This design comes from an exercise in tuning for small area, a short achievable clock period and few clock cycles on the open sky130 flow, not from production work.
RTL that was checked went through simulation tests only; none was proved equivalent to the original.
No functional check of the RTL was part of runs 1 to 4 and 7.
Power and IR drop assume default switching activity.

File: design.v
`timescale 1ns/1ns
module cpu(clk, reset_n, read_m1, address1, data1, read_m2, write_m2, address2, data2_in, data2_out, num_inst, output_port, is_halted);
	input clk;
	input reset_n;
	output read_m1;
	output [16-1:0] address1;
	output read_m2;
	output write_m2;
	output [16-1:0] address2;
	input [16-1:0] data1;
	input [16-1:0] data2_in;
	output [16-1:0] data2_out;
	output reg [16-1:0] num_inst;
	output reg [16-1:0] output_port;
	output is_halted;
	reg [15:0] pc;                  
	reg        dv;                  
	reg [15:0] di;                  
	reg [15:0] dpc1;                
	reg        mv, m_we, m_ld, m_st, m_wwd, m_hlt;
	reg [1:0]  m_dst;
	reg [15:0] m_res;               
	reg [15:0] m_sd;                
	reg [15:0] r0, r1, r2, r3;
	assign read_m1 = 1'b1;
	assign address1 = pc;
	assign read_m2 = m_ld;
	assign write_m2 = m_st;
	assign address2 = m_res;
	assign data2_out = m_sd;
	assign is_halted = m_hlt;
	wire [3:0] op = di[15:12];
	wire [1:0] rs = di[11:10];
	wire [1:0] rt = di[9:8];
	wire [1:0] rd = di[7:6];
	wire [5:0] fn = di[5:0];
	wire [15:0] imm = {{8{di[7]}}, di[7:0]};
	wire op_br   = (op[3:2] == 2'b00);           
	wire op_adi  = (op == 4'd4);
	wire op_ori  = (op == 4'd5);
	wire op_lhi  = (op == 4'd6);
	wire op_lwd  = (op == 4'd7);
	wire op_swd  = (op == 4'd8);
	wire op_jal  = (op == 4'd10);
	wire op_r    = (op == 4'd15);
	wire r_alu   = op_r & ~fn[3];                
	wire r_spec  = op_r &  fn[3];                
	wire r_jpr   = r_spec & ~fn[2] & ~fn[1];
	wire r_jrl   = r_spec & ~fn[2] &  fn[1];
	wire r_wwd   = r_spec &  fn[2] & ~fn[0];
	wire r_hlt   = r_spec &  fn[2] &  fn[0];
	wire jr      = r_jpr | r_jrl;
	wire use_rs  = ~(op_lhi | op == 4'd9 | op_jal);
	wire use_rt  = (op_br & ~op[1]) | op_swd | (r_alu & ~fn[2]);
	wire we      = op_adi | op_ori | op_lhi | op_lwd | r_alu | op_jal | r_jrl;
	wire [1:0] dst = (op_jal | r_jrl) ? 2'd2 : op_r ? rd : rt;
	wire fwd_ok = mv & m_we & ~m_ld;
	wire [15:0] rf_a = rs[1] ? (rs[0] ? r3 : r2) : (rs[0] ? r1 : r0);
	wire [15:0] rf_b = rt[1] ? (rt[0] ? r3 : r2) : (rt[0] ? r1 : r0);
	wire [15:0] A = (fwd_ok && m_dst == rs) ? m_res : rf_a;
	wire [15:0] B = (fwd_ok && m_dst == rt) ? m_res : rf_b;
	wire stall = dv & mv & m_ld & ((use_rs && m_dst == rs) || (use_rt && m_dst == rt));
	wire d_hlt = dv & r_hlt;
	wire hold  = stall | d_hlt;
	wire issue = dv & ~hold;
	wire is_sub = r_alu & (fn[2:0] == 3'd1);
	wire is_tcp = r_alu & (fn[2:0] == 3'd5);
	wire [15:0] add_x = is_tcp ? ~A : A;
	wire [15:0] add_y = is_tcp ? 16'd0 : r_alu ? (is_sub ? ~B : B) : imm;
	wire [15:0] sum = add_x + add_y + {15'd0, is_sub | is_tcp};
	reg [15:0] res;
	always @(*) begin
		if (op_r) begin
			case (fn[2:0])
				3'd2: res = A & B;
				3'd3: res = A | B;
				3'd4: res = ~A;
				3'd6: res = {A[14:0], 1'b0};
				3'd7: res = {1'b0, A[15:1]};
				default: res = sum;
			endcase
			if (r_spec) res = fn[1] ? dpc1 : A;       
		end
		else if (op_ori) res = A | imm;
		else if (op_lhi) res = {di[7:0], 8'h00};
		else if (op_jal) res = dpc1;
		else res = sum;
	end
	wire a_zero = (A == 16'd0);
	wire eq = (A == B);
	reg taken;
	always @(*) begin
		case (op[1:0])
			2'd0: taken = ~eq;
			2'd1: taken = eq;
			2'd2: taken = ~A[15] & ~a_zero;
			default: taken = A[15];
		endcase
	end
	wire [15:0] btarget = dpc1 + imm;
	wire br_redirect = issue & op_br & taken & (di[7:0] != 8'd0);
	wire jr_redirect = issue & jr;
	wire redirect = br_redirect | jr_redirect;
	wire f_jump = (data1[15:12] == 4'd9) | (data1[15:12] == 4'd10);
	wire [15:0] pc_inc = pc + 16'd1;
	wire [15:0] pc_next = hold ? pc :
	                      br_redirect ? btarget :
	                      jr_redirect ? A :
	                      f_jump ? {4'h0, data1[11:0]} : pc_inc;
	always @(posedge clk) begin
		if (!reset_n) begin
			pc <= 16'd0;
			dv <= 1'b0;
			mv <= 1'b0;
			m_we <= 1'b0;
			m_ld <= 1'b0;
			m_st <= 1'b0;
			m_wwd <= 1'b0;
			m_hlt <= 1'b0;
			num_inst <= 16'd0;
			output_port <= 16'd0;
			r0 <= 16'd0; r1 <= 16'd0; r2 <= 16'd0; r3 <= 16'd0;
		end
		else begin
			pc <= pc_next;
			if (!hold) begin
				dv <= ~redirect;
				di <= data1;
				dpc1 <= pc_inc;
			end
			mv <= issue;
			m_we <= issue & we;
			m_ld <= issue & op_lwd;
			m_st <= issue & op_swd;
			m_wwd <= issue & r_wwd;
			m_hlt <= d_hlt;
			m_dst <= dst;
			m_res <= res;
			m_sd <= B;
			if (mv & m_we) begin
				case (m_dst)
					2'd0: r0 <= m_ld ? data2_in : m_res;
					2'd1: r1 <= m_ld ? data2_in : m_res;
					2'd2: r2 <= m_ld ? data2_in : m_res;
					2'd3: r3 <= m_ld ? data2_in : m_res;
				endcase
			end
			if (mv) num_inst <= num_inst + 16'd1;
			if (mv & m_wwd) output_port <= m_res;
		end
	end
endmodule
File: run.sh
#!/bin/bash
# synth_recipe.tcl (not shown) runs the flow's synth.tcl, then flattens the netlist and writes it again
# the make line also repeats each setting of config.mk as NAME=value (left out here)
make -C /OpenROAD-flow-scripts/flow DESIGN_CONFIG=/design/flow/config.mk WORK_HOME=/design/flow/orfs CLKGATE_MAP_FILE= SYNTH_SCRIPT=/design/flow/synth_recipe.tcl finish
File: config.mk
export PLATFORM = sky130hd
export DESIGN_NAME = cpu
export DESIGN_NICKNAME = cpu
export VERILOG_FILES = /design/flow/design.v
export SDC_FILE = /design/flow/constraint.sdc
export NUM_CORES = 4
export LEC_CHECK = 0
export CAP_MARGIN = 20
export CORE_MARGIN = 2
export CORE_UTILIZATION = 40
export PLACE_DENSITY = 0.6
export SLEW_MARGIN = 20
File: constraint.sdc
create_clock -name core_clock -period 15.0 [get_ports {clk}]
set_input_delay 3.0000 -clock core_clock [delete_from_list [all_inputs] [get_ports {clk}]]
set_output_delay 3.0000 -clock core_clock [all_outputs]
set_load 0.01 [all_outputs]
==> impl_metrics.toml, run 1 <==
[run_status]
status = "finished clean"

[die]
ioPinCount = 118
core_um2 = 30300
die_h_um = 179
initial_core_util = 0.403
die_area_um2 = 32000
die_w_um = 179
rows = 64

[clocking]
tritoncts = "done"
htreeDepth = 4
hold_buffers = 0
root_buffer = "clkbuf_16"
cts_resized = 0
cts_buffers = 17
cts_sinks = 185
clockBufferDepth = 2
clk_pin_slew_ns = 0.09
clk_latency_ns = 0.45
postCtsSetupBuffers = 0

[power]
p_seq_frac = 0.460
p_total_mw = 1.25
combPwrFrac = 0.165
power_density_nw_per_um2 = 86.7
p_leak_nw = 5.20
power_frac_clock = 0.376
switching_power_mw = 0.393
ir_drop_mv = 0.0718
switching_share = 0.315
p_int_mw = 0.853

[min_path]
min_path_type = "reg -> reg"

[critical_path]
endpoint_kind = "flop"
worstSetupPathType = "reg -> reg"
worst_setup_path_start_kind = "flop"
crit_buf_inv = 2
max_stage_delay_ns = 0.98
crit_arrival_ns = 6.06
cp_common_cell = "xor2_1"
cp_slowest_cell = "mux2i_1"
path_delay_family = "simple AND/OR/NAND/NOR gates"
worstPathMaxFanout = 27
cp.required_ns = 15.35
crit_chain = "xor2_1, nor3_4, mux2i_1, inv_1, ha_1, nor4_1, nand4_1, xor2_1, o2111ai_1, a311oi_4, buf_4, o21ai_1, a311oi_1"

[job]
maxCapViolCount = 0

[drt]
routedWlPerCell_um = 23.2
dr.first_iter.drc_count = 1143
routed_via_density = 6.02
ant_nets = 0
drt-total-wl_mm = 42.4
drc = 0
dr.pass1.iters = 6
dr_total_vias = 11030

[grt]
use_met1 = 0.357
use_met3 = 0.0494
grt_pass1_vias = 10560
grt.busiest_layer = "met2"
track_usage = 0.268
antenna_found_initial = 1
grt_start_max_net_pins = 97
gr-total-overflow = 0
grt_pass1_wl_mm = 64.3
met2_usage = 0.430

[layout]
syn2layout_area_growth_pct = 17.4
layoutNonFillerInstCount = 1833
nets = 1523
drive_gt1_frac = 0.0961

[sta]
slew_headroom = 0.228
setup_viol = 0
slew_violations = 0
finalHoldViolCount = 0
period_minus_slack_ns = 5.71
grt_setup_unrepaired = "false"
fmax_mhz = 175
clock_skew_ns = 0.0136
post-route-period-util = 0.380
totalNegativeSetupSlack_ns = 0
worst_pin_slew_ns = 1.13

[synthesis]
syn_area_um2 = 12200
ys_types = 69
synth-edff-count = 66
synth_area_per_cell_um2 = 9.08
synth-seq-cells = 185
ys_seq_area_frac = 0.357
yosysWarnings = 1
syn_nets = 1448
netlist_instances = 1348
async_flop_share = 0
synth-main-ff-cell = "dfxtp_1"

[placement]
port_buffers = 116
place_inst = 1800
gp_congestion = 1.02
hpwlAfterDp_mm = 31.0
==> synth_stat cells (all sizes together), types with 15 or more instances <==
| cell | number | area (um2) |
|---|---|---|
| ha | 63 | 788 |
| edfxtp | 66 | 1980 |
| mux4 | 35 | 788 |
| nor3 | 38 | 201 |
| mux2 | 28 | 315 |
| clkbuf | 76 | 285 |
| a211oi | 81 | 608 |
| nand3 | 27 | 135 |
| xnor2 | 41 | 359 |
| nand2 | 120 | 450 |
| mux2i | 40 | 400 |
| a21oi | 74 | 370 |
| xor2 | 38 | 333 |
| dfxtp | 119 | 2380 |
| o21ai | 91 | 455 |
| inv | 57 | 214 |
| nor2 | 139 | 522 |
| nor4 | 15 | 93.8 |
==> power by group through the flow <==
| stage | clock [mW] | combinational [mW] | sequential, mW |
|---|---|---|---|
| global route | 0.495 | 0.222 | 0.575 |
| global placement | 0 | 0.201 | 0.583 |
| CTS | 0.476 | 0.203 | 0.572 |
| detailed placement | 0 | 0.202 | 0.583 |
| finish | 0.468 | 0.205 | 0.573 |
| floorplan | 0 | 0.125 | 0.571 |
==> per-layer routing <==
metal | up-vias | share of wire
li1 | 5124 | -
met1 | 5282 | 0.42
met2 | 546 | 0.46
met3 | 78 | 0.088
met4 | 0 | 0.034
met5 | - | 0
==> worst register-to-register path, delay by kind of cell (launching register included) <==
| family | cells | cell delay, ns |
|---|---|---|
| compound gates | 4 | 0.85 |
| xor+xnor | 2 | 0.48 |
| fa+ha+maj | 1 | 0.33 |
| buf+inv | 2 | 0.58 |
| flops | 1 | 0.97 |
| mux | 1 | 0.99 |
| simple gates | 3 | 1.41 |
==> logic make-up (layout without fill, tap and decap cells) <==
group | Yosys count | in the layout | synth area share
AND/OR/NAND/NOR | 406 | 406 | 0.150
AO/OA/AOI/OAI | 362 | 362 | 0.196
flip-flops | 185 | 185 | 0.356
buffers and inverters | 146 | 234 | 0.0483
multiplexers | 103 | 103 | 0.123
XOR/XNOR | 79 | 79 | 0.0565
adder cells (fa/ha/maj) | 66 | 66 | 0.0693
other | 1 | 2 | 0.000306
==> area by class of cell <==
cell class                 count  area [um2]
tap                          396         495
clock buffer                  17         425
antenna                        1        2.50
sequential                   185        4360
multi-input combinational   1017        7320
timing repair buffer         145        1370
clock inverter                15         169
inverter                      57         215
fill                        2946       16000
==> metrics by stage <==
stage	setup slack (ns)	util	hold WS, ns	cell area [um2]
after detailed placement	9.39	0.454	0.448	13800
after CTS	9.40	0.473	0.459	14400
after global routing	9.02	0.473	0.477	14400
after global placement	9.57	0.454	0.442	13800
final	9.29	0.473	0.458	14400
after floorplan	9.76	-	0.481	12200
==> placed cells by master, fill, tap and decap left out, types with 10 or more instances in the layout <==
master,count
buf_4,29
nor3_1,33
clkdlybuf4s50_1,115
dfxtp_1,119
mux2_2,28
nand3_1,27
clkbuf_16,17
a211oi_1,81
inv_1,56
xnor2_1,41
xor2_1,38
mux2i_1,39
o21ai_0,88
nor2_1,136
o21a_1,10
ha_1,63
nor4_1,15
edfxtp_1,66
mux4_2,35
nand2b_1,11
a21oi_1,74
and3_1,13
nor2b_1,11
nand2_1,120
==> state kept, by name (all words and copies together) (netlist names), 2 cells and up <==
register / flops
di: 16
dpc1: 16
m_dst: 2
m_res: 16
m_sd: 16
num_inst: 16
output_port: 16
pc: 16
r0: 16
r1: 16
r2: 16
r3: 16
==> worst paths after layout <==
kind                                 startpoint         endpoint  slack, ns  depth (start not counted)
worst max-delay path                     di[11]           pc[14]       9.29                         13
worst min-delay path            output_port[10]  output_port[10]       0.46                          2
worst max register to register           di[11]           pc[14]       9.29                         13
worst min register to register  output_port[10]  output_port[10]       0.46                          2
==> run 2: changes to the inputs <==
==> flow/run.sh (new file) <==
#!/bin/bash
# Standard ORFS layout, with repair_timing asked for extra setup margin so that the
# resizer works on the critical paths even though the clock constraint is loose.
set -euo pipefail
bash standard.sh SETUP_SLACK_MARGIN=11 finish > standard_flow.log 2>&1
==> standard.sh (new file) <==
#!/bin/bash
# synth_recipe.tcl (not shown) runs the flow's synth.tcl, then flattens the netlist and writes it again
# the make line also repeats each setting of config.mk as NAME=value (left out here)
make -C /OpenROAD-flow-scripts/flow DESIGN_CONFIG=/design/flow/config.mk WORK_HOME=/design/flow/orfs CLKGATE_MAP_FILE= SYNTH_SCRIPT=/design/flow/synth_recipe.tcl "${@:-finish}"
removed: run.sh
==> impl_metrics.toml, run 2 <==
[critical_path]
r2r_slack_ns = 10.72
cp-startpoint = "di[15]"
endpoint_kind = "flop"
max_stage_delay_ns = 0.58
r2r-start = "di[15]"
worst_setup_path_start_kind = "flop"
worstSetupPathType = "reg -> reg"
cp_slowest_cell = "nor2_1"
cp.required_ns = 15.29
cp_common_cell = "buf_4"
crit_arrival_ns = 4.57
crit_path_end = "m_res[11]"
r2r_cells = 15
r2r_end = "m_res[11]"
worstPathMaxFanout = 19
crit_chain = "buf_4, nand4_1, buf_4, nor2_1, buf_4, nor2_1, a21oi_1, ha_1, o2111a_1, o41a_1, nor3_2, or3_1, and2_1, mux4_2, o211ai_1"

[die]
rows = 64
initial_core_util = 0.403
die_area_um2 = 32000
die_h_um = 179
core_um2 = 30300
die_w_um = 179
ioPinCount = 118

[clocking]
cts_sinks = 185
tritoncts = "done"
clockBufferDepth = 2
clk_latency_ns = 0.44
htreeDepth = 4
cts_buffers = 17
clk_pin_slew_ns = 0.08
root_buffer = "clkbuf_16"

[drt]
routed_via_density = 6.16
dr_total_vias = 12140
dr.pass1.iters = 8
drc = 0
ant_nets = 0
drt-total-wl_mm = 48.2
dr.first_iter.drc_count = 1249
routedWlPerCell_um = 24.5

[synthesis]
netlist_instances = 1348
ys_types = 69
syn_area_um2 = 12200
synth_area_per_cell_um2 = 9.08
yosysWarnings = 1
yosysMostFrequentCell = "nor2_1"
synth_top_cells_by_area = "dfxtp_1, edfxtp_1, ha_1"
synth-edff-count = 66
ys_seq_area_frac = 0.357
synth_top_area_share = 0.195
synth-seq-cells = 185
syn_nets = 1448
synth_top_cell_by_area = "dfxtp_1"
yosys-top-cells-count = "nor2_1, nand2_1, dfxtp_1"
synth-main-ff-cell = "dfxtp_1"
async_flop_share = 0

[layout]
nets = 1663
layout_common_cells = "nor2_1, buf_4, nand2_1"
diodes = 0
nFillCells = 2695
drive_gt1_frac = 0.320
syn2layout_area_growth_pct = 32.8

[grt]
grt_pass1_vias = 11537
track_usage = 0.300
grt_pass1_wl_mm = 71.2
gr-total-overflow = 0
grt_start_max_net_pins = 108
antenna_found_initial = 0

[sta]
clock_skew_ns = 0.0104
finalHoldViolCount = 0
post-route-period-util = 0.286
hold_ws_ns = 0.450
fmax_mhz = 233
worst_pin_slew_ns = 1.03
setup_viol = 0
grt_setup_unrepaired = "true"
totalNegativeSetupSlack_ns = 0
slew_headroom = 0.312
period_minus_slack_ns = 4.28
slew_violations = 0

[placement]
gp_congestion = 0.962
hpwlAfterDp_mm = 31.4
port_buffers = 116

[power]
ir_drop_mv = 0.0866
p_leak_nw = 6.34
power_density_nw_per_um2 = 78.6
p_total_mw = 1.28

[run_status]
status = "finished clean"

[job]
maxCapViolCount = 0

[min_path]
min_path_type = "reg -> reg"
[run 2: cell types whose count changed in the layout (fill, tap and decap cells not counted), sizes merged, moves of 2 or more]
cell	before	now
clkinv	7	5
clkbuf	17	19
clkdlybuf4s50	115	28
buf	30	254
clkinvlp	0	2
[run 2: logic make-up after synthesis]
| kind of cell | after synthesis | share of synthesized area |
|---|---|---|
| buf+inv | 146 | 0.0483 |
| other cells | 1 | 0.000306 |
| xor+xnor | 79 | 0.0565 |
| compound gates | 362 | 0.196 |
| fa+ha+maj | 66 | 0.0693 |
| simple gates | 406 | 0.150 |
| flops | 185 | 0.356 |
| mux | 103 | 0.123 |
[run 2: worst min-delay path by stage]
stage                    startpoint         endpoint  depth (start not counted)
global placement    output_port[10]  output_port[10]                          2
floorplan            output_port[0]   output_port[0]                          2
detailed placement   output_port[8]   output_port[8]                          2
CTS                  output_port[9]   output_port[9]                          2
global route         output_port[8]   output_port[8]                          2
finish               output_port[8]   output_port[8]                          2
[run 2: metrics by stage]
stage | instance area, um2 | setup slack [ns] | instances | util
2_1_floorplan | 12400 | 10.79 | 1348 | -
3_3_place_gp | 13800 | 9.44 | 1795 | 0.455
3_5_place_dp | 13800 | 9.42 | 1795 | 0.455
4_1_cts | 15800 | 10.72 | 1950 | 0.520
5_1_grt | 16300 | 10.58 | 1972 | 0.535
6_report | 16300 | 10.72 | 1972 | 0.535
[run 2: where the power goes]
part,switching (mW),total (mW),internal [mW]
Sequential,0.0223,0.563,0.540
Combinational,0.153,0.265,0.111
Clock,0.226,0.451,0.225
[run 2: layer usage]
layer  share of wire  track usage  routed length [um]  vias up
met5               0            0                   0        -
met4           0.047        0.146                2280        0
met3           0.093       0.0503                4470      130
met2            0.46        0.481               22000      711
met1            0.40        0.392               19500     5882
li1                -            -                   -     5417
[run 2: cell type report]
cell class | instances | area, um2 | area share
well taps | 396 | 495 | 0.0305
clock buffers | 18 | 439 | 0.0270
inverters | 57 | 236 | 0.0146
flip-flops and latches | 185 | 4460 | 0.274
multi-input cells | 1018 | 8120 | 0.499
repair buffers | 284 | 2380 | 0.146
clock inverters | 14 | 129 | 0.00793
[run 2: what timing repair did]
item	in CTS	in global routing
hold endpoints to repair	0	0
resized for setup	522	72
gates cloned	6	1
hold buffers	0	0
pin swaps	56	38
setup endpoints to repair	152	66
buffers inserted	117	21
[run 2: critical path, delay by kind of cell (launching register included)]
| kind | cells | cell delay [ns] |
|---|---|---|
| AND/OR/NAND/NOR | 6 | 1.30 |
| AO/OA/AOI/OAI | 4 | 0.80 |
| buffers and inverters | 3 | 0.69 |
| flip-flops | 1 | 0.46 |
| multiplexers | 1 | 0.45 |
| adder cells (fa/ha/maj) | 1 | 0.39 |
==> run 3: changes to the inputs <==
==> flow/run.sh (replaced) <==
#!/bin/bash
# Standard ORFS layout; flow/args adds make variables (a larger SETUP_SLACK_MARGIN makes the
# resizer work on the critical paths even though the clock constraint is loose).
set -euo pipefail
bash standard.sh $(cat flow/args) finish > standard_flow.log 2>&1
==> flow/args (new file) <==
SETUP_SLACK_MARGIN=11
--- a/config.mk
+++ b/config.mk
@@ -5,6 +5,7 @@
 export SDC_FILE = /design/flow/constraint.sdc
 export NUM_CORES = 4
 export LEC_CHECK = 0
+export ABC_AREA = 1
 export CAP_MARGIN = 20
 export CORE_MARGIN = 2
 export CORE_UTILIZATION = 40
==> impl_metrics.toml, run 3 <==
[run_status]
status = "finished clean"

[layout]
seq_area_um2 = 4430
drive_gt1_frac = 0.184
layout_common_cells = "nand2_1, nor2_1, inv_1"
nets = 2135
syn2layout_area_growth_pct = 23.1
multiInputGateArea_um2 = 7780
diodes = 0
nFillCells = 3246
layoutNonFillerInstCount = 2490
final_common_cell = "nand2_1"

[critical_path]
path_delay_family = "flip-flops"
endpoint_kind = "primary output"
cp_slowest_cell = "edfxtp_1"
worstPathMaxFanout = 2
cp.required_ns = 12.00
crit_buf_inv = 1
crit_arrival_ns = 1.19
crit_chain = "buf_2"
worstSetupPathType = "reg -> out"
max_stage_delay_ns = 0.53
worst_setup_path_start_kind = "flop"

[synthesis]
ys_seq_area_frac = 0.336
synth-main-ff-cell = "dfxtp_1"
synth_top_cell_by_area = "dfxtp_1"
synth-edff-count = 66
async_flop_share = 0
synth_area_per_cell_um2 = 6.94
synth_top_cells_by_area = "dfxtp_1, edfxtp_1, nand2_1"
synth-seq-cells = 185
netlist_instances = 1874
syn_area_um2 = 13000
syn_nets = 1974
yosysWarnings = 1
yosys-top-cells-count = "nand2_1, nor2_1, inv_1"
ys_types = 56
yosysMostFrequentCell = "nand2_1"
synth_top_area_share = 0.183

[sta]
hold_ws_ns = 0.454
totalNegativeSetupSlack_ns = 0
clock_skew_ns = 0.0204
grt_setup_unrepaired = "true"
setup_viol = 0
fmax_mhz = 239
post-route-period-util = 0.279
slew_headroom = 0.352
worst_pin_slew_ns = 0.971
finalHoldViolCount = 0
slew_violations = 0
period_minus_slack_ns = 4.19

[grt]
grt_start_max_net_pins = 71
antenna_found_initial = 0
track_usage = 0.303
gr-total-overflow = 0
grt_pass1_wl_mm = 77.4
grt_pass1_vias = 12725

[die]
initial_core_util = 0.403
core_um2 = 32300
die_w_um = 184
die_h_um = 184
die_area_um2 = 34000
ioPinCount = 118
rows = 66

[drt]
routed_via_density = 5.58
drt-total-wl_mm = 51.7
routedWlPerCell_um = 20.8
dr_total_vias = 13884
dr.first_iter.drc_count = 1409
drc = 0
ant_nets = 0
dr.pass1.iters = 5

[clocking]
htreeDepth = 4
root_buffer = "clkbuf_16"
cts_buffers = 17
clk_latency_ns = 0.47
clockBufferDepth = 2
clk_pin_slew_ns = 0.08
tritoncts = "done"
hold_buffers = 0
cts_sinks = 185

[placement]
port_buffers = 116
hpwlAfterDp_mm = 36.2
gp_congestion = 1.01
place_inst = 2356

[job]
maxCapViolCount = 0

[power]
power_density_nw_per_um2 = 87.2
ir_drop_mv = 0.0850
p_leak_nw = 7.17

[min_path]
min_path_type = "reg -> reg"
==> run 3: changes by cell type after synthesis, moves of 17 or more <==
cell | previous run | this run
nand2_1 | 120 | 367
a21oi_1 | 74 | 148
nand3_1 | 27 | 92
mux2_2 | 28 | 7
inv_1 | 56 | 208
a211oi_1 | 81 | 12
mux2i_1 | 40 | 2
o21ai_0 | 88 | 207
mux4_2 | 35 | 0
o211ai_1 | 9 | 32
nor2_1 | 139 | 221
xnor2_1 | 41 | 24
nand4_1 | 7 | 28
==> run 3: final cells by class <==
class | instances | area share
Multi-Input combinational cell | 1381 | 0.486
Sequential cell | 185 | 0.277
Timing Repair Buffer | 231 | 0.112
Inverter | 217 | 0.0532
Tap cell | 442 | 0.0345
Clock buffer | 18 | 0.0274
Clock inverter | 14 | 0.00938
Timing Repair inverter | 2 | 0.000860
==> run 3: worst reg2reg max path, cell delays in order, from the launching register on <==
cell	delay (ns)
edfxtp_1	0.36
buf_6	0.39
xnor2_4	0.22
buf_4	0.24
nand4_1	0.13
nand2_2	0.20
xnor2_1	0.11
fa_2	0.38
fa_2	0.41
nand3b_1	0.18
nand2_2	0.10
nand2_1	0.06
nand2_2	0.11
a21o_1	0.17
nand2_1	0.08
nand2_1	0.06
nand2_1	0.07
a21oi_2	0.12
o21ai_0	0.09
nand3_1	0.10
nand3_1	0.09
==> run 3: stage by stage <==
step / total power, mW / util / area (um2) / worst slack [ns]
3_5_place_dp: 0.894 / 0.449 / 14500 / 9.36
2_1_floorplan: 0.767 / - / 13100 / 10.84
6_report: 1.40 / 0.496 / 16000 / 10.81
3_3_place_gp: 0.894 / 0.449 / 14500 / 9.58
5_1_grt: 1.45 / 0.496 / 16000 / 10.80
4_1_cts: 1.37 / 0.482 / 15600 / 10.80
==> run 3: worst paths after layout <==
| check | from | end | slack (ns) | depth (start not counted) |
|---|---|---|---|---|
| worst min register to register | num_inst[5] | num_inst[5] | 0.45 | 1 |
| worst min-delay path | num_inst[5] | num_inst[5] | 0.45 | 1 |
| worst max register to register | di[10] | m_res[12] | 11.06 | 20 |
| worst max-delay path | m_res[15] | address2[15] | 10.81 | 1 |
==> run 3: layer usage <==
layer  up-vias  global-route usage  wire length, um
met1      6463               0.410            22200
li1       6611                   -                -
met3       113              0.0587             4370
met4         0               0.121             1890
met2       697               0.474            23200
met5         -                   0                0
==> run 3: power by group <==
group	internal [mW]	leakage [nW]	switching (mW)	total (mW)
logic	0.131	5.25	0.230	0.361
clock network	0.228	0.288	0.238	0.466
registers	0.546	1.64	0.0240	0.570
total	0.905	7.17	0.491	1.40
==> run 3: cell families (layout without fill, tap and decap cells) <==
family          count (synthesis)  count (layout)  synth area share
fa+ha+maj                      66              66            0.0652
other cells                     1               1          0.000288
flops                         185             185             0.336
simple gates                  786             791             0.260
compound gates                458             458             0.197
mux                             9               9           0.00760
buf+inv                       313             482            0.0954
xor+xnor                       56              56            0.0392
==> run 3: what timing repair did <==
action,in CTS,in global routing
endpoints found under the setup margin,206,85
setup buffers,67,26
pin swaps,12,20
gates cloned,9,0
resized for setup,430,83
==> run 4: changes to the inputs <==
==> flow/args (replaced) <==
SETUP_SLACK_MARGIN=10.5
--- a/config.mk
+++ b/config.mk
@@ -5,7 +5,6 @@
 export SDC_FILE = /design/flow/constraint.sdc
 export NUM_CORES = 4
 export LEC_CHECK = 0
-export ABC_AREA = 1
 export CAP_MARGIN = 20
 export CORE_MARGIN = 2
 export CORE_UTILIZATION = 40
==> impl_metrics.toml, run 4 <==
[run_status]
status = "finished clean"

[sta]
finalHoldViolCount = 0
totalNegativeSetupSlack_ns = 0
grt_setup_unrepaired = "true"
clock_skew_ns = 0.0165
worst_pin_slew_ns = 0.978
post-route-period-util = 0.299
fmax_mhz = 223
slew_headroom = 0.344
setup_viol = 0
slew_violations = 0
period_minus_slack_ns = 4.49

[placement]
place_inst = 1797
port_buffers = 116
gp_congestion = 0.969
hpwlAfterDp_mm = 30.8

[critical_path]
r2r_slack_ns = 10.57
crit_arrival_ns = 1.49
cp.depth = 1
r2r_end = "pc[14]"
crit_path_end = "address2[1]"
max_stage_delay_ns = 0.58
crit_chain = "clkdlybuf4s50_1"
path_delay_family = "buffers and inverters"
worstSetupPathType = "reg -> out"
cp_slowest_cell = "clkdlybuf4s50_1"
cp.required_ns = 12.00
r2r-start = "m_ld"
worst_setup_path_start_kind = "flop"
r2r_cells = 16
endpoint_kind = "primary output"
cp-startpoint = "m_res[1]"
crit_buf_inv = 1
worstPathMaxFanout = 2

[synthesis]
syn_area_um2 = 12200
synth-seq-cells = 185
synth-main-ff-cell = "dfxtp_1"
async_flop_share = 0
ys_seq_area_frac = 0.357
synth_top_cell_by_area = "dfxtp_1"
yosysWarnings = 1
ys_types = 69
yosys-top-cells-count = "nor2_1, nand2_1, dfxtp_1"
yosysMostFrequentCell = "nor2_1"
synth_top_cells_by_area = "dfxtp_1, edfxtp_1, ha_1"
synth-edff-count = 66
synth_top_area_share = 0.195
syn_nets = 1448
synth_area_per_cell_um2 = 9.08
netlist_instances = 1348

[layout]
final_common_cell = "nor2_1"
nets = 1578
syn2layout_area_growth_pct = 23.6
drive_gt1_frac = 0.154
layoutNonFillerInstCount = 1888
multiInputGateArea_um2 = 7550
nFillCells = 2857
seq_area_um2 = 4380
layout_common_cells = "nor2_1, nand2_1, dfxtp_1"

[grt]
antenna_found_initial = 3
grt_pass1_wl_mm = 65.1
grt_start_max_net_pins = 97
use_met3 = 0.0560
grt.busiest_layer = "met2"
met2_usage = 0.430
use_met1 = 0.369
track_usage = 0.274
grt_pass1_vias = 10616
gr-total-overflow = 0

[power]
power_density_nw_per_um2 = 84.5
p_leak_nw = 5.60
ir_drop_mv = 0.0730
switching_share = 0.322
switching_power_mw = 0.412
p_seq_frac = 0.442
p_int_mw = 0.867
power_frac_clock = 0.376
combPwrFrac = 0.182

[drt]
dr.pass1.iters = 6
routedWlPerCell_um = 23.6
drc = 0
dr.first_iter.drc_count = 1174
ant_nets = 0
routed_via_density = 6.06
dr_total_vias = 11437
drt-total-wl_mm = 44.5

[clocking]
cts_buffers = 17
clockBufferDepth = 2
htreeDepth = 4
cts_sinks = 185
clk_pin_slew_ns = 0.08
tritoncts = "done"
root_buffer = "clkbuf_16"
clk_latency_ns = 0.46

[min_path]
min_path_type = "reg -> reg"

[die]
die_w_um = 179
core_um2 = 30300
die_area_um2 = 32000
rows = 64
ioPinCount = 118
die_h_um = 179
initial_core_util = 0.403

[job]
maxCapViolCount = 0
==> run 4: routing by layer <==
layer	routed length, um	vias up
li1	-	5227
met1	18400	5490
met2	20000	600
met3	4130	120
met4	1930	0
met5	0	-
==> run 4: kinds of logic after synthesis <==
| kind of cell | share of synthesized area |
|---|---|
| flops | 0.356 |
| xor+xnor | 0.0565 |
| mux | 0.123 |
| simple gates | 0.150 |
| buf+inv | 0.0483 |
| fa+ha+maj | 0.0693 |
| compound gates | 0.196 |
| other cells | 0.000306 |
==> run 4: power by group through the flow <==
| stage | registers (mW) | clock network, mW | logic, mW |
|---|---|---|---|
| 6_report | 0.566 | 0.481 | 0.232 |
| 5_1_grt | 0.567 | 0.499 | 0.249 |
| 4_1_cts | 0.565 | 0.483 | 0.221 |
| 3_5_place_dp | 0.585 | 0 | 0.199 |
| 3_3_place_gp | 0.585 | 0 | 0.198 |
| 2_1_floorplan | 0.571 | 0 | 0.126 |
==> run 4: worst min-delay path by stage <==
stage | startpoint | end | slack [ns] | cells past startpoint
global route | output_port[3] | output_port[3] | 0.48 | 2
detailed placement | output_port[3] | output_port[3] | 0.45 | 2
finish | output_port[15] | output_port[15] | 0.46 | 2
global placement | output_port[10] | output_port[10] | 0.44 | 2
CTS | output_port[13] | output_port[13] | 0.46 | 2
floorplan | output_port[0] | output_port[0] | 0.48 | 2
==> run 4: cell type report <==
class / instances / area share
Multi-Input combinational cell: 1018 / 0.499
Sequential cell: 185 / 0.289
Timing Repair Buffer: 199 / 0.125
Tap cell: 396 / 0.0328
Clock buffer: 18 / 0.0284
Inverter: 57 / 0.0142
Clock inverter: 14 / 0.0111
Antenna cell: 1 / 0.000165
==> run 4: through the flow <==
stage          power (mW)  hold WS (ns)   util  setup WS (ns)  area [um2]
5_1_grt              1.31         0.476  0.498          10.45       15100
2_1_floorplan       0.697         0.481      -          10.51       12300
3_5_place_dp        0.784         0.448  0.453           9.43       13800
6_report             1.28         0.456  0.498          10.51       15100
4_1_cts              1.27         0.459  0.484          10.48       14700
3_3_place_gp        0.783         0.443  0.453           9.42       13800
==> run 4: timing repair <==
action,CTS,global route
hold buffers,0,0
gates resized for setup,32,51
pin swaps,4,19
buffers inserted,28,29
endpoints found under the hold margin,0,0
cloned,1,0
endpoints found under the setup margin,148,47
==> run 5: changes to the inputs <==
--- a/design.v
+++ b/design.v
@@ -119,34 +119,36 @@
 			m_hlt <= 1'b0;
 			num_inst <= 16'd0;
 			output_port <= 16'd0;
-			r0 <= 16'd0; r1 <= 16'd0; r2 <= 16'd0; r3 <= 16'd0;
 		end
 		else begin
 			pc <= pc_next;
-			if (!hold) begin
+			if (!hold)
 				dv <= ~redirect;
-				di <= data1;
-				dpc1 <= pc_inc;
-			end
 			mv <= issue;
 			m_we <= issue & we;
 			m_ld <= issue & op_lwd;
 			m_st <= issue & op_swd;
 			m_wwd <= issue & r_wwd;
 			m_hlt <= d_hlt;
-			m_dst <= dst;
-			m_res <= res;
-			m_sd <= B;
-			if (mv & m_we) begin
-				case (m_dst)
-					2'd0: r0 <= m_ld ? data2_in : m_res;
-					2'd1: r1 <= m_ld ? data2_in : m_res;
-					2'd2: r2 <= m_ld ? data2_in : m_res;
-					2'd3: r3 <= m_ld ? data2_in : m_res;
-				endcase
-			end
 			if (mv) num_inst <= num_inst + 16'd1;
 			if (mv & m_wwd) output_port <= m_res;
 		end
 	end
+	always @(posedge clk) begin
+		if (!hold) begin
+			di <= data1;
+			dpc1 <= pc_inc;
+		end
+		m_dst <= dst;
+		m_res <= res;
+		m_sd <= B;
+	end
+	wire [15:0] wd = reset_n ? (m_ld ? data2_in : m_res) : 16'd0;
+	wire wr = m_we | ~reset_n;
+	always @(posedge clk) begin
+		if (wr && (m_dst == 2'd0 || !reset_n)) r0 <= wd;
+		if (wr && (m_dst == 2'd1 || !reset_n)) r1 <= wd;
+		if (wr && (m_dst == 2'd2 || !reset_n)) r2 <= wd;
+		if (wr && (m_dst == 2'd3 || !reset_n)) r3 <= wd;
+	end
 endmodule
==> flow/args (replaced) <==
SETUP_SLACK_MARGIN=11
--- a/config.mk
+++ b/config.mk
@@ -5,6 +5,7 @@
 export SDC_FILE = /design/flow/constraint.sdc
 export NUM_CORES = 4
 export LEC_CHECK = 0
+export ABC_AREA = 1
 export CAP_MARGIN = 20
 export CORE_MARGIN = 2
 export CORE_UTILIZATION = 40
==> impl_metrics.toml, run 5 <==
[drt]
drt-total-wl_mm = 47.7
dr_total_vias = 12866
dr.first_iter.drc_count = 1177
dr.pass1.iters = 8
routed_via_density = 5.66
routedWlPerCell_um = 21.0
drc = 0
ant_nets = 0

[synthesis]
synth-seq-cells = 185
yosysWarnings = 1
synth_area_per_cell_um2 = 7.29
yosys-top-cells-count = "nand2_1, nor2_1, inv_1"
synth-main-ff-cell = "edfxtp_1"
ys_seq_area_frac = 0.376
async_flop_share = 0
synth_top_area_share = 0.232
synth_top_cells_by_area = "edfxtp_1, dfxtp_1, nand2_1"
yosysMostFrequentCell = "nand2_1"
syn_area_um2 = 12400
ys_types = 55
netlist_instances = 1702
synth-edff-count = 96
syn_nets = 1802
synth_top_cell_by_area = "edfxtp_1"

[critical_path]
worstPathMaxFanout = 2
cp-startpoint = "m_res[5]"
worstSetupPathType = "reg -> out"
cp_slowest_cell = "dfxtp_4"
crit_chain = "buf_2"
max_stage_delay_ns = 0.40
endpoint_kind = "primary output"
path_delay_family = "flip-flops"
cp.required_ns = 12.00
r2r-start = "di[9]"
worst_setup_path_start_kind = "flop"
crit_buf_inv = 1
crit_arrival_ns = 0.98

[layout]
final_common_cell = "nand2_1"
diodes = 0
syn2layout_area_growth_pct = 24.3
nFillCells = 3033
drive_gt1_frac = 0.194
layout_common_cells = "nand2_1, nor2_1, inv_1"
nets = 1966

[sta]
period_minus_slack_ns = 3.98
post-route-period-util = 0.266
slew_headroom = 0.492
grt_setup_unrepaired = "true"
fmax_mhz = 251
worst_pin_slew_ns = 0.762
setup_viol = 0
slew_violations = 0
hold_ws_ns = 0.471
clock_skew_ns = 0.0103
totalNegativeSetupSlack_ns = 0
finalHoldViolCount = 0

[clocking]
clk_pin_slew_ns = 0.07
clockBufferDepth = 2
clk_latency_ns = 0.44
hold_buffers = 0
cts_sinks = 185
htreeDepth = 4
tritoncts = "done"
cts_buffers = 17
root_buffer = "clkbuf_16"

[placement]
gp_congestion = 0.952
port_buffers = 116
hpwlAfterDp_mm = 32.6

[die]
rows = 64
initial_core_util = 0.405
ioPinCount = 118
die_h_um = 180
die_w_um = 180
core_um2 = 30600
die_area_um2 = 32400

[grt]
grt_pass1_vias = 11777
antenna_found_initial = 1
grt_pass1_wl_mm = 71.0
track_usage = 0.283
gr-total-overflow = 0
grt_start_max_net_pins = 62

[min_path]
min_path_type = "reg -> reg"
hp-start = "num_inst[0]"

[power]
ir_drop_mv = 0.0644
p_leak_nw = 7.06
power_density_nw_per_um2 = 108

[job]
maxCapViolCount = 0

[run_status]
status = "finished clean"
## run 5: what timing repair did
item / in CTS / in global routing
setup buffers: 57 / 15
cloned: 6 / 3
gates resized for setup: 455 / 86
pin swaps: 12 / 17
setup endpoints to repair: 120 / 53
## run 5: worst paths after layout
| kind | end | slack, ns | cells after the start |
|---|---|---|---|
| worst max-delay path | address2[5] | 11.02 | 1 |
| worst min-delay path | num_inst[0] | 0.47 | 1 |
| worst max register to register | m_res[12] | 11.12 | 25 |
| worst min register to register | num_inst[0] | 0.47 | 1 |
## run 5: metrics by stage
step	cells	utilization	setup slack, ns	total power, mW	area (um2)
detailed placement	2162	0.456	9.67	1.15	13900
global route	2275	0.504	10.94	1.74	15400
CTS	2257	0.497	10.90	1.64	15200
floorplan	1702	-	10.90	0.929	12500
finish	2275	0.504	11.02	1.67	15400
global placement	2162	0.456	9.67	1.14	13900
## run 5: routing by layer
metal  global-route usage  share of wire
met1                0.401           0.44
met2                0.438           0.44
met4                0.116          0.040
met3               0.0358          0.074
met5                    0              0
## run 5: cell type report
class                      instances  area (um2)  area share
multi-input combinational       1262        7000       0.454
sequential                       185        4810       0.312
timing repair buffer             216        1800       0.117
inverter                         182         733      0.0476
tap                              396         495      0.0321
clock buffer                      22         474      0.0308
clock inverter                    10        93.8     0.00609
timing repair inverter             2        11.3    0.000730
## run 5: logic make-up after synthesis
logic type                 count (synthesis)  share of synthesized area
adders and majority gates                 66                     0.0684
xor gates and xnor gates                  54                     0.0387
other                                      1                   0.000302
DFF                                      185                      0.376
and+or+nand+nor                          800                      0.272
AOI/OAI and AO/OA                        341                      0.164
buffers and inverters                    255                     0.0809
## run 5: report_power, final
group	internal [mW]	total, mW	switching (mW)
sequential	0.610	0.668	0.0579
combinational	0.191	0.547	0.356
clock	0.239	0.455	0.217
Testbench counts of run 5, summed over its fixed seeds: cycles 39,662.
==> run 6: changes to the inputs <==
==> flow/args (replaced) <==
SETUP_SLACK_MARGIN=11.5
==> impl_metrics.toml, run 6 <==
[run_status]
status = "finished clean"

[clocking]
htreeDepth = 4
cts_sinks = 185
cts_buffers = 17
hold_buffers = 0
clockBufferDepth = 2
clk_latency_ns = 0.45
tritoncts = "done"
clk_pin_slew_ns = 0.09
root_buffer = "clkbuf_16"

[grt]
use_met1 = 0.418
track_usage = 0.300
grt.busiest_layer = "met2"
grt_pass1_vias = 12300
met2_usage = 0.451
use_met3 = 0.0560
grt_start_max_net_pins = 59
antenna_found_initial = 0
grt_pass1_wl_mm = 74.7
gr-total-overflow = 0

[die]
core_um2 = 30600
die_area_um2 = 32400
rows = 64
initial_core_util = 0.405
die_w_um = 180
ioPinCount = 118
die_h_um = 180

[synthesis]
syn_nets = 1802
ys_types = 55
async_flop_share = 0
synth_top_area_share = 0.232
netlist_instances = 1702
synth_top_cells_by_area = "edfxtp_1, dfxtp_1, nand2_1"
yosys-top-cells-count = "nand2_1, nor2_1, inv_1"
yosysWarnings = 1
synth_top_cell_by_area = "edfxtp_1"
synth-main-ff-cell = "edfxtp_1"
synth-edff-count = 96
ys_seq_area_frac = 0.376
synth-seq-cells = 185
yosysMostFrequentCell = "nand2_1"
synth_area_per_cell_um2 = 7.29
syn_area_um2 = 12400

[drt]
ant_nets = 0
routed_via_density = 5.76
dr.first_iter.drc_count = 1419
dr.pass1.iters = 6
drt-total-wl_mm = 51.1
dr_total_vias = 13591
routedWlPerCell_um = 21.6
drc = 0

[critical_path]
r2r_end = "m_res[12]"
max_stage_delay_ns = 0.41
cp.required_ns = 12.00
r2r-start = "di[9]"
worstPathMaxFanout = 2
worstSetupPathType = "reg -> out"
endpoint_kind = "primary output"
crit_buf_inv = 1
worst_setup_path_start_kind = "flop"
r2r_cells = 25
crit_chain = "buf_6"
cp-startpoint = "m_res[6]"
cp_slowest_cell = "dfxtp_4"
r2r_slack_ns = 11.17
path_delay_family = "flip-flops"
crit_arrival_ns = 0.98

[layout]
nets = 2052
diodes = 0
final_common_cell = "nand2_1"
layout_common_cells = "nand2_1, nor2_1, inv_1"
syn2layout_area_growth_pct = 41.1
drive_gt1_frac = 0.301
nFillCells = 2696

[min_path]
hp-start = "output_port[12]"
whs_path_depth = 2
hold_end = "output_port[12]"
min_path_type = "reg -> reg"

[placement]
gp_congestion = 0.991
hpwlAfterDp_mm = 31.1
port_buffers = 116

[sta]
slew_violations = 0
period_minus_slack_ns = 3.98
grt_setup_unrepaired = "true"
totalNegativeSetupSlack_ns = 0
setup_viol = 0
finalHoldViolCount = 0
fmax_mhz = 251
worst_pin_slew_ns = 1.11
slew_headroom = 0.259
post-route-period-util = 0.265
hold_ws_ns = 0.491
clock_skew_ns = 0.0147

[power]
ir_drop_mv = 0.0783
power_density_nw_per_um2 = 104
p_leak_nw = 7.84

[job]
maxCapViolCount = 0
## run 6: cell counts after synthesis
No cell type changed its count.
## run 6: timing repair
action	CTS	global route
pin swaps	64	66
endpoints found under the setup margin	275	191
gates cloned	11	0
resized for setup	679	133
setup buffers	134	29
## run 6: routing by layer
metal  wire length [um]  vias to the layer above
met5                  0                        -
met3               5340                      154
met4               2810                        0
met2              21700                      832
met1              21200                     6364
li1                   -                     6241
## run 6: cells by family after synthesis
family	share of synthesized area
xor gates and xnor gates	0.0387
other	0.000302
adders and majority gates	0.0684
buffers and inverters	0.0809
AOI/OAI and AO/OA	0.164
and+or+nand+nor	0.272
DFF	0.376
## run 6: final cells by class
cell class                 count  area [um2]  share of cell area
multi-input combinational   1265        7750               0.443
sequential                   185        4830               0.276
timing repair buffer         299        3090               0.177
inverter                     182         739              0.0423
tap                          396         495              0.0283
clock buffer                  18         429              0.0245
clock inverter                14         150             0.00858
timing repair inverter         2        15.0            0.000858
## run 6: worst max-delay path by stage
stage | endpoint | slack, ns | cells after the start
after floorplan | pc[13] | 10.90 | 10
after CTS | address2[13] | 11.02 | 1
final | address2[6] | 11.02 | 1
after global routing | pc[4] | 10.91 | 12
after global placement | pc[1] | 9.68 | 12
after detailed placement | pc[1] | 9.67 | 12
## run 6: per-stage QoR
step	worst slack, ns	util	area, um2	std cells	total power [mW]
final	11.02	0.572	17500	2361	1.82
after global routing	10.91	0.572	17500	2361	1.88
after CTS	11.02	0.547	16700	2332	1.73
after detailed placement	9.67	0.458	14000	2155	1.15
after global placement	9.68	0.458	14000	2155	1.15
after floorplan	10.90	-	12700	1702	0.939
## run 6: power by group
group	total (mW)	internal, mW	leakage [nW]	switching (mW)
clock network	0.467	0.225	0.288	0.242
logic	0.680	0.270	5.77	0.410
registers	0.671	0.611	1.78	0.0606
## run 6: worst min-delay path, cell delays in order (launching register included)
cell and delay, ns:
dfxtp_2 0.34, nor2_1 0.04, nor2_1 0.08
==> run 7: changes to the inputs <==
--- a/design.v
+++ b/design.v
@@ -16,7 +16,6 @@
 	reg [15:0] pc;                  
 	reg        dv;                  
 	reg [15:0] di;                  
-	reg [15:0] dpc1;                
 	reg        mv, m_we, m_ld, m_st, m_wwd, m_hlt;
 	reg [1:0]  m_dst;
 	reg [15:0] m_res;               
@@ -79,11 +78,11 @@
 				3'd7: res = {1'b0, A[15:1]};
 				default: res = sum;
 			endcase
-			if (r_spec) res = fn[1] ? dpc1 : A;       
+			if (r_spec) res = fn[1] ? pc : A;         
 		end
 		else if (op_ori) res = A | imm;
 		else if (op_lhi) res = {di[7:0], 8'h00};
-		else if (op_jal) res = dpc1;
+		else if (op_jal) res = pc;
 		else res = sum;
 	end
 	wire a_zero = (A == 16'd0);
@@ -97,15 +96,15 @@
 			default: taken = A[15];
 		endcase
 	end
-	wire [15:0] btarget = dpc1 + imm;
+	wire [15:0] btarget = pc + imm;
 	wire br_redirect = issue & op_br & taken & (di[7:0] != 8'd0);
-	wire jr_redirect = issue & jr;
+	wire jr_redirect = issue & (jr | op_jal);
 	wire redirect = br_redirect | jr_redirect;
-	wire f_jump = (data1[15:12] == 4'd9) | (data1[15:12] == 4'd10);
+	wire f_jump = (data1[15:12] == 4'd9);
 	wire [15:0] pc_inc = pc + 16'd1;
 	wire [15:0] pc_next = hold ? pc :
 	                      br_redirect ? btarget :
-	                      jr_redirect ? A :
+	                      jr_redirect ? (op_jal ? {4'h0, di[11:0]} : A) :
 	                      f_jump ? {4'h0, data1[11:0]} : pc_inc;
 	always @(posedge clk) begin
 		if (!reset_n) begin
@@ -137,7 +136,6 @@
 	always @(posedge clk) begin
 		if (!hold) begin
 			di <= data1;
-			dpc1 <= pc_inc;
 		end
 		m_dst <= dst;
 		m_res <= res;
==> flow/args (replaced) <==
SETUP_SLACK_MARGIN=11
==> impl_metrics.toml, run 7 <==
[synthesis]
synthMuxAreaShare = 0
yosysMostFrequentCell = "nand2_1"
yosys-top-cells-count = "nand2_1, nor2_1, inv_1"
synth-seq-cells = 169
synth-edff-count = 80
yosys.area_share.adder = 0.0701
synth_top_cells_by_area = "edfxtp_1, dfxtp_1, nand2_1"
synth_top_family_by_area = "simple AND/OR/NAND/NOR gates"
ys_seq_area_frac = 0.346
yosysWarnings = 1
synth-simple-area-share = 0.288
synth_top_area_share = 0.198
netlist_instances = 1737
async_flop_share = 0
ys_types = 53
synth_top_cell_by_area = "edfxtp_1"
syn_nets = 1837
synth_area_per_cell_um2 = 6.97
synth_compound_area_frac = 0.172
syn_area_um2 = 12100
synth-main-ff-cell = "dfxtp_1"
synthXorXnorAreaFrac = 0.0341

[layout]
finalCoreUtilization = 0.510
syn2layout_area_growth_pct = 25.3
layout_common_cells = "nand2_1, nor2_1, inv_1"
nFillCells = 2993
final_common_cell = "nand2_1"
nets = 2004
drive_gt1_frac = 0.196

[drt]
dr_total_vias = 13384
ant_nets = 0
dr.first_iter.drc_count = 1694
drt-total-wl_mm = 50.6
routed_via_density = 5.80
dr.pass1.iters = 6
drc = 0
routedWlPerCell_um = 21.9

[placement]
port_buffers = 116
hpwlAfterDp_mm = 33.4
gp_congestion = 0.973
dp_slack_ns = 9.48

[sta]
finalHoldViolCount = 0
setup_slack_ns = 11.00
period_minus_slack_ns = 4.00
slew_violations = 0
totalNegativeSetupSlack_ns = 0
clock_skew_ns = 0.0190
fmax_mhz = 250
grt_setup_unrepaired = "true"
slew_headroom = 0.429
setup_viol = 0
post-route-period-util = 0.267
worst_pin_slew_ns = 0.853

[clocking]
tritoncts = "done"
cts_buffers = 17
cts_sinks = 169
clockBufferDepth = 2
clk_latency_ns = 0.45
hold_buffers = 0
clk_pin_slew_ns = 0.08
htreeDepth = 4
root_buffer = "clkbuf_16"

[critical_path]
r2r-start = "di[8]"
crit_buf_inv = 1
cp_slowest_cell = "dfxtp_4"
max_stage_delay_ns = 0.40
r2r_end = "m_res[8]"
worstSetupPathType = "reg -> out"
r2r_slack_ns = 11.17
worstPathMaxFanout = 2
path_delay_family = "flip-flops"
r2r_cells = 23
crit_chain = "buf_2"
worst_setup_path_start_kind = "flop"
cp.required_ns = 12.00
cp-startpoint = "m_res[6]"
endpoint_kind = "primary output"
crit_arrival_ns = 1.00

[power]
switching_power_mw = 0.660
power_frac_clock = 0.286
p_seq_frac = 0.371
p_int_mw = 0.985
power_density_nw_per_um2 = 108
combPwrFrac = 0.343
switching_share = 0.401
p_leak_nw = 6.91
ir_drop_mv = 0.0820

[grt]
track_usage = 0.313
gr-total-overflow = 0
grt_start_max_net_pins = 59
grt_pass1_wl_mm = 74.2
antenna_found_initial = 2
grt_pass1_vias = 12210

[die]
core_um2 = 29700
die_w_um = 178
initial_core_util = 0.407
die_area_um2 = 31700
rows = 63
ioPinCount = 118
die_h_um = 178

[min_path]
min_path_type = "reg -> reg"
whs_path_depth = 2
hold_end = "output_port[5]"
hp-start = "output_port[5]"

[job]
maxCapViolCount = 0

[run_status]
status = "finished clean"
[run 7: changes by cell type in the layout (fill, tap and decap cells not counted), sizes merged, moves of 8 or more]
cell / previous run / this run
nand3: 96 / 111
a21oi: 92 / 101
clkbuf: 18 / 26
buf: 266 / 181
o21ai: 132 / 142
edfxtp: 96 / 80
[run 7: kinds of logic (layout without fill, tap and decap cells)]
family / count (synthesis) / after routing
adders and majority gates: 66 / 66
buffers and inverters: 271 / 449
xor gates and xnor gates: 45 / 45
and+or+nand+nor: 826 / 828
DFF: 169 / 169
AOI/OAI and AO/OA: 359 / 359
other: 1 / 2
[run 7: layer usage]
metal,global-route usage,vias to the layer above,routed length (um)
met4,0.134,2,2490
met5,0,-,13
met3,0.0679,144,5220
met1,0.416,6301,20600
li1,-,6173,-
met2,0.490,764,22200
[run 7: through the flow]
| step | power, mW | cell area, um2 | instances | hold slack (ns) |
|---|---|---|---|---|
| CTS | 1.60 | 14800 | 2283 | 0.483 |
| global placement | 1.09 | 13500 | 2178 | 0.465 |
| global route | 1.71 | 15200 | 2307 | 0.498 |
| finish | 1.64 | 15200 | 2308 | 0.477 |
| floorplan | 0.874 | 12200 | 1737 | 0.511 |
| detailed placement | 1.09 | 13500 | 2178 | 0.478 |
[run 7: area by class of cell]
class / count / area (um2) / share of cell area
Timing Repair Buffer: 226 / 1780 / 0.118
Timing Repair inverter: 3 / 21.3 / 0.00140
Tap cell: 390 / 488 / 0.0322
Inverter: 188 / 753 / 0.0497
Clock buffer: 18 / 450 / 0.0297
Sequential cell: 169 / 4350 / 0.287
Clock inverter: 14 / 173 / 0.0114
Multi-Input combinational cell: 1299 / 7150 / 0.471
Antenna cell: 1 / 2.50 / 0.000165
[run 7: worst max-delay path by stage]
stage,end,slack (ns),depth (start not counted)
final,address2[6],11.00,1
after global routing,m_res[15],10.96,22
after CTS,m_res[8],10.96,19
after detailed placement,m_res[8],9.48,21
after global placement,m_res[8],9.60,21
after floorplan,pc[10],10.90,11
[run 7: power groups by stage]
stage	Combinational, mW	Clock, mW	Sequential [mW]
after floorplan	0.272	0	0.602
after global placement	0.449	0	0.641
final	0.564	0.471	0.610
after global routing	0.603	0.488	0.614
after detailed placement	0.450	0	0.640
after CTS	0.519	0.474	0.606
[run 7: what timing repair did]
item / 4_1_cts / 5_1_grt
resized for setup: 453 / 82
cloned: 5 / 4
setup buffers: 68 / 19
pin swaps: 14 / 15
setup endpoints to repair: 120 / 46
==> run 8: changes to the inputs <==
--- a/design.v
+++ b/design.v
@@ -16,6 +16,7 @@
 	reg [15:0] pc;                  
 	reg        dv;                  
 	reg [15:0] di;                  
+	reg [15:0] dpc1;                
 	reg        mv, m_we, m_ld, m_st, m_wwd, m_hlt;
 	reg [1:0]  m_dst;
 	reg [15:0] m_res;               
@@ -78,11 +79,11 @@
 				3'd7: res = {1'b0, A[15:1]};
 				default: res = sum;
 			endcase
-			if (r_spec) res = fn[1] ? pc : A;         
+			if (r_spec) res = fn[1] ? dpc1 : A;       
 		end
 		else if (op_ori) res = A | imm;
 		else if (op_lhi) res = {di[7:0], 8'h00};
-		else if (op_jal) res = pc;
+		else if (op_jal) res = dpc1;
 		else res = sum;
 	end
 	wire a_zero = (A == 16'd0);
@@ -96,15 +97,15 @@
 			default: taken = A[15];
 		endcase
 	end
-	wire [15:0] btarget = pc + imm;
+	wire [15:0] btarget = dpc1 + imm;
 	wire br_redirect = issue & op_br & taken & (di[7:0] != 8'd0);
-	wire jr_redirect = issue & (jr | op_jal);
+	wire jr_redirect = issue & jr;
 	wire redirect = br_redirect | jr_redirect;
-	wire f_jump = (data1[15:12] == 4'd9);
+	wire f_jump = (data1[15:12] == 4'd9) | (data1[15:12] == 4'd10);
 	wire [15:0] pc_inc = pc + 16'd1;
 	wire [15:0] pc_next = hold ? pc :
 	                      br_redirect ? btarget :
-	                      jr_redirect ? (op_jal ? {4'h0, di[11:0]} : A) :
+	                      jr_redirect ? A :
 	                      f_jump ? {4'h0, data1[11:0]} : pc_inc;
 	always @(posedge clk) begin
 		if (!reset_n) begin
@@ -136,6 +137,7 @@
 	always @(posedge clk) begin
 		if (!hold) begin
 			di <= data1;
+			dpc1 <= pc_inc;
 		end
 		m_dst <= dst;
 		m_res <= res;
==> flow/run.sh (replaced) <==
#!/bin/bash
# Standard ORFS layout (the standard.sh) with extra make variables from flow/args, one per
# line: a larger SETUP_SLACK_MARGIN makes the resizer work on the critical paths even though the
# clock constraint is loose, and BUFFER_PORTS_ARGS picks the port buffer cell.
set -euo pipefail
mapfile -t extra < flow/args
bash standard.sh "${extra[@]}" finish > standard_flow.log 2>&1
==> flow/args (replaced) <==
SETUP_SLACK_MARGIN=11
BUFFER_PORTS_ARGS=-buffer_cell sky130_fd_sc_hd__buf_2
--- a/config.mk
+++ b/config.mk
@@ -9,5 +9,6 @@
 export CAP_MARGIN = 20
 export CORE_MARGIN = 2
 export CORE_UTILIZATION = 40
-export PLACE_DENSITY = 0.6
+export CTS_CLUSTER_DIAMETER = 150
+export CTS_CLUSTER_SIZE = 50
 export SLEW_MARGIN = 20
==> impl_metrics.toml, run 8 <==
[layout]
nFillCells = 3045
syn2layout_area_growth_pct = 22.3
diodes = 0
drive_gt1_frac = 0.201
layout_common_cells = "nand2_1, nor2_1, inv_1"
nets = 1962
final_common_cell = "nand2_1"

[synthesis]
ys_seq_area_frac = 0.376
ys_types = 55
synth_top_cell_by_area = "edfxtp_1"
synth-simple-area-share = 0.272
netlist_instances = 1702
synthXorXnorAreaFrac = 0.0387
yosys.area_share.adder = 0.0684
syn_area_um2 = 12400
syn_nets = 1802
synthMuxAreaShare = 0
yosys-top-cells-count = "nand2_1, nor2_1, inv_1"
async_flop_share = 0
synth_top_area_share = 0.232
synth-main-ff-cell = "edfxtp_1"
yosysMostFrequentCell = "nand2_1"
synth_area_per_cell_um2 = 7.29
synth-seq-cells = 185
synth_top_cells_by_area = "edfxtp_1, dfxtp_1, nand2_1"
synth_compound_area_frac = 0.164
synth_top_family_by_area = "simple AND/OR/NAND/NOR gates"
yosysWarnings = 1
synth-edff-count = 96

[critical_path]
r2r_slack_ns = 11.08
worst_setup_path_start_kind = "flop"
r2r_cells = 19
endpoint_kind = "primary output"
cp.required_ns = 12.00
cp_slowest_cell = "dfxtp_4"
worstPathMaxFanout = 2
path_delay_family = "flip-flops"
worstSetupPathType = "reg -> out"
max_stage_delay_ns = 0.43
crit_buf_inv = 1
r2r_end = "pc[11]"
r2r-start = "di[9]"
crit_arrival_ns = 1.01
crit_chain = "buf_6"

[placement]
hpwlAfterDp_mm = 32.6
port_buffers = 116
gp_congestion = 0.961

[grt]
grt.busiest_layer = "met2"
track_usage = 0.276
grt_pass1_wl_mm = 68.6
grt_pass1_vias = 11384
use_met3 = 0.0576
grt_start_max_net_pins = 62
use_met1 = 0.381
met2_usage = 0.419
gr-total-overflow = 0
antenna_found_initial = 0

[die]
die_w_um = 180
ioPinCount = 118
die_area_um2 = 32400
core_um2 = 30600
initial_core_util = 0.405
die_h_um = 180
rows = 64

[drt]
drt-total-wl_mm = 47.0
dr.pass1.iters = 6
dr_total_vias = 12663
drc = 0
dr.first_iter.drc_count = 1155
routedWlPerCell_um = 20.7
routed_via_density = 5.58
ant_nets = 0

[sta]
finalHoldViolCount = 0
slew_headroom = 0.427
hold_ws_ns = 0.472
clock_skew_ns = 0.0137
period_minus_slack_ns = 4.01
fmax_mhz = 249
grt_setup_unrepaired = "true"
setup_viol = 0
slew_violations = 0
worst_pin_slew_ns = 0.858
post-route-period-util = 0.267
totalNegativeSetupSlack_ns = 0

[min_path]
min_path_type = "reg -> reg"
whs_path_depth = 1
hp-start = "num_inst[0]"
hold_end = "num_inst[0]"

[clocking]
clk_pin_slew_ns = 0.08
tritoncts = "done"
clockBufferDepth = 2
cts_buffers = 17
htreeDepth = 4
root_buffer = "clkbuf_16"
hold_buffers = 0
clk_latency_ns = 0.46
cts_sinks = 185

[power]
power_density_nw_per_um2 = 111
p_leak_nw = 7.00
ir_drop_mv = 0.0713
p_total_mw = 1.68

[job]
maxCapViolCount = 0

[run_status]
status = "finished clean"
run 8: changes by cell type in the layout (fill, tap and decap cells not counted), sizes merged, moves of 9 or more:
cell	before	now
o21ai	142	132
edfxtp	80	96
clkdlybuf4s50	28	0
nand3	111	94
a21oi	101	92
buf	181	207
run 8: area by class of cell:
cell class / count / area (um2) / share of cell area
clock buffers: 17 / 425 / 0.0281
clock inverters: 15 / 171 / 0.0113
inverters: 182 / 724 / 0.0478
multi-input cells: 1262 / 7000 / 0.462
flip-flops and latches: 185 / 4790 / 0.316
well taps: 396 / 495 / 0.0327
repair buffers: 213 / 1560 / 0.103
repair inverters: 1 / 5.00 / 0.000330
run 8: cells by family (layout without fill, tap and decap cells):
logic type / Yosys count / count (layout)
adders and majority gates: 66 / 66
and+or+nand+nor: 800 / 800
other: 1 / 1
DFF: 185 / 185
AOI/OAI and AO/OA: 341 / 341
xor gates and xnor gates: 54 / 54
buffers and inverters: 255 / 428
run 8: per-stage QoR:
step	setup WS, ns	instances	utilization	area [um2]
after floorplan	10.90	1702	-	12500
after global placement	10.15	2161	0.437	13400
after detailed placement	10.14	2161	0.437	13400
after CTS	10.98	2229	0.475	14500
after global routing	10.89	2271	0.496	15200
final	10.99	2271	0.496	15200
run 8: worst max-delay path by stage:
stage               from      endpoint  cells after the start
6_report       m_res[13]  address2[13]                      1
2_1_floorplan  data1[15]        pc[15]                     10
5_1_grt            di[8]     m_res[15]                     22
4_1_cts        m_res[13]  address2[13]                      1
3_5_place_dp      di[12]     m_res[13]                     20
3_3_place_gp      di[12]     m_res[13]                     20
run 8: power by group:
group,internal [mW],switching (mW)
Sequential,0.610,0.0615
Clock,0.226,0.243
Combinational,0.191,0.349
run 8: what timing repair did:
item | CTS | global route
setup endpoints to repair | 67 | 54
cloned | 1 | 5
resized for setup | 99 | 79
setup buffers | 35 | 37
pin swaps | 6 | 12
run 8: per-layer routing:
| layer | part of all wire | up-vias |
|---|---|---|
| met4 | 0.044 | 0 |
| met3 | 0.086 | 99 |
| li1 | - | 6055 |
| met2 | 0.43 | 587 |
| met5 | 0 | - |
| met1 | 0.44 | 5922 |
Testbench counts of run 8, summed over its fixed seeds: cycles 39,662.
==> run 9: changes to the inputs <==
--- a/config.mk
+++ b/config.mk
@@ -9,6 +9,4 @@
 export CAP_MARGIN = 20
 export CORE_MARGIN = 2
 export CORE_UTILIZATION = 40
-export CTS_CLUSTER_DIAMETER = 150
-export CTS_CLUSTER_SIZE = 50
 export SLEW_MARGIN = 20
==> impl_metrics.toml, run 9 <==
[synthesis]
yosysWarnings = 1
syn_nets = 1802
synth-edff-count = 96
yosys-top-cells-count = "nand2_1, nor2_1, inv_1"
netlist_instances = 1702
async_flop_share = 0
synth_top_area_share = 0.232
ys_seq_area_frac = 0.376
synth_area_per_cell_um2 = 7.29
syn_area_um2 = 12400
synth-main-ff-cell = "edfxtp_1"
yosysMostFrequentCell = "nand2_1"
synth_top_cells_by_area = "edfxtp_1, dfxtp_1, nand2_1"
ys_types = 55
synth-seq-cells = 185
synth_top_cell_by_area = "edfxtp_1"

[job]
maxCapViolCount = 0

[die]
rows = 64
die_w_um = 180
die_area_um2 = 32400
initial_core_util = 0.405
core_um2 = 30600
die_h_um = 180
ioPinCount = 118

[placement]
dp_slack_ns = 10.14
hpwlAfterDp_mm = 32.6
port_buffers = 116
gp_congestion = 0.961

[drt]
dr.first_iter.drc_count = 1155
drc = 0
ant_nets = 0
routedWlPerCell_um = 20.7
drt-total-wl_mm = 47.0
dr_total_vias = 12663
dr.pass1.iters = 6
routed_via_density = 5.58

[sta]
setup_slack_ns = 10.99
grt_setup_unrepaired = "true"
period_minus_slack_ns = 4.01
finalHoldViolCount = 0
fmax_mhz = 249
post-route-period-util = 0.267
slew_headroom = 0.427
setup_viol = 0
worst_pin_slew_ns = 0.858
hold_ws_ns = 0.472
totalNegativeSetupSlack_ns = 0
clock_skew_ns = 0.0137
slew_violations = 0

[grt]
antenna_found_initial = 0
gr-total-overflow = 0
grt_start_max_net_pins = 62
grt_pass1_vias = 11384
grt_pass1_wl_mm = 68.6
track_usage = 0.276

[critical_path]
cp_slowest_cell = "dfxtp_4"
path_delay_family = "flip-flops"
endpoint_kind = "primary output"
crit_buf_inv = 1
worstSetupPathType = "reg -> out"
cp.required_ns = 12.00
worstPathMaxFanout = 2
max_stage_delay_ns = 0.43
crit_arrival_ns = 1.01
worst_setup_path_start_kind = "flop"
crit_chain = "buf_6"

[layout]
diodes = 0
nets = 1962
seq_area_um2 = 4790
layout_common_cells = "nand2_1, nor2_1, inv_1"
final_common_cell = "nand2_1"
syn2layout_area_growth_pct = 22.3
drive_gt1_frac = 0.201
nFillCells = 3045
multiInputGateArea_um2 = 7000

[clocking]
cts_buffers = 17
clockBufferDepth = 2
root_buffer = "clkbuf_16"
cts_sinks = 185
hold_buffers = 0
clk_latency_ns = 0.46
clk_pin_slew_ns = 0.08
tritoncts = "done"
htreeDepth = 4

[power]
ir_drop_mv = 0.0713
p_leak_nw = 7.00
power_density_nw_per_um2 = 111

[run_status]
status = "finished clean"

[min_path]
min_path_type = "reg -> reg"
## run 9: repair_timing
item,in CTS,in global routing
buffers inserted,35,37
endpoints found under the setup margin,67,54
resized for setup,99,79
gates cloned,1,5
pin swaps,6,12
## run 9: layout make-up
type,instances,area share
Clock buffer,17,0.0281
Clock inverter,15,0.0113
Inverter,182,0.0478
Multi-Input combinational cell,1262,0.462
Sequential cell,185,0.316
Tap cell,396,0.0327
Timing Repair Buffer,213,0.103
Timing Repair inverter,1,0.000330
## run 9: path summary, 6_finish.rpt
check | start | end | slack (ns) | cells after the start
worst max-delay path | m_res[13] | address2[13] | 10.99 | 1
worst min-delay path | num_inst[0] | num_inst[0] | 0.47 | 1
worst max register to register | di[9] | pc[11] | 11.08 | 19
worst min register to register | num_inst[0] | num_inst[0] | 0.47 | 1
## run 9: where the power goes
group	internal, mW	total [mW]	leakage, nW	switching, mW
clock network	0.226	0.468	0.294	0.243
registers	0.610	0.671	1.77	0.0615
logic	0.191	0.540	4.94	0.349
## run 9: cell families (layout without fill, tap and decap cells)
logic type | count (synthesis) | after routing | share of synthesized area
AOI/OAI and AO/OA | 341 | 341 | 0.164
xor gates and xnor gates | 54 | 54 | 0.0387
adders and majority gates | 66 | 66 | 0.0684
buffers and inverters | 255 | 428 | 0.0809
DFF | 185 | 185 | 0.376
other | 1 | 1 | 0.000302
and+or+nand+nor | 800 | 800 | 0.272
## run 9: routing by layer
layer  share of wire  global-route usage  wire length (um)  vias to the layer above
li1                -                   -                 -                     6055
met1            0.44               0.381             20500                     5922
met2            0.43               0.419             20300                      587
met3           0.086              0.0576              4040                       99
met4           0.044               0.117              2060                        0
met5               0                   0                 0                        -
## run 9: through the flow
| stage | power, mW | std cells | utilization | cell area [um2] |
|---|---|---|---|---|
| finish | 1.68 | 2271 | 0.496 | 15200 |
| global route | 1.75 | 2271 | 0.496 | 15200 |
| CTS | 1.64 | 2229 | 0.475 | 14500 |
| detailed placement | 1.12 | 2161 | 0.437 | 13400 |
| global placement | 1.11 | 2161 | 0.437 | 13400 |
| floorplan | 0.929 | 1702 | - | 12500 |

## afterwards: timing with drivers on the ports
The flow's constraints put no driver on any port. The routed layouts listed below were extracted and timed again, unchanged, in two steps. Step 1 assumes that a clkbuf_16 drives the clock port and a buf_2 every other input. Step 2 also shifts input and output timing later by t, the mid clock arrival at the registers, as if the neighbouring blocks saw the same clock. a / b / c = ideal ports / drivers / drivers and shift; a / b = the first two.
run	t (ns)	setup slack, ns
run 1	0.495	9.293 / 9.293 / 9.293
run 2	0.494	10.717 / 10.717 / 10.478
run 3	0.517	10.809 / 10.754 / 10.554
run 4	0.499	10.508 / 10.458 / 10.141
run 5	0.486	11.016 / 10.965 / 10.665
run 6	0.500	11.020 / 10.966 / 10.553
run 7	0.491	10.998 / 10.947 / 10.657
run 8	0.501	10.989 / 10.939 / 10.626
run 9	0.501	10.989 / 10.939 / 10.626
After both steps setup and hold are still met in every run listed.
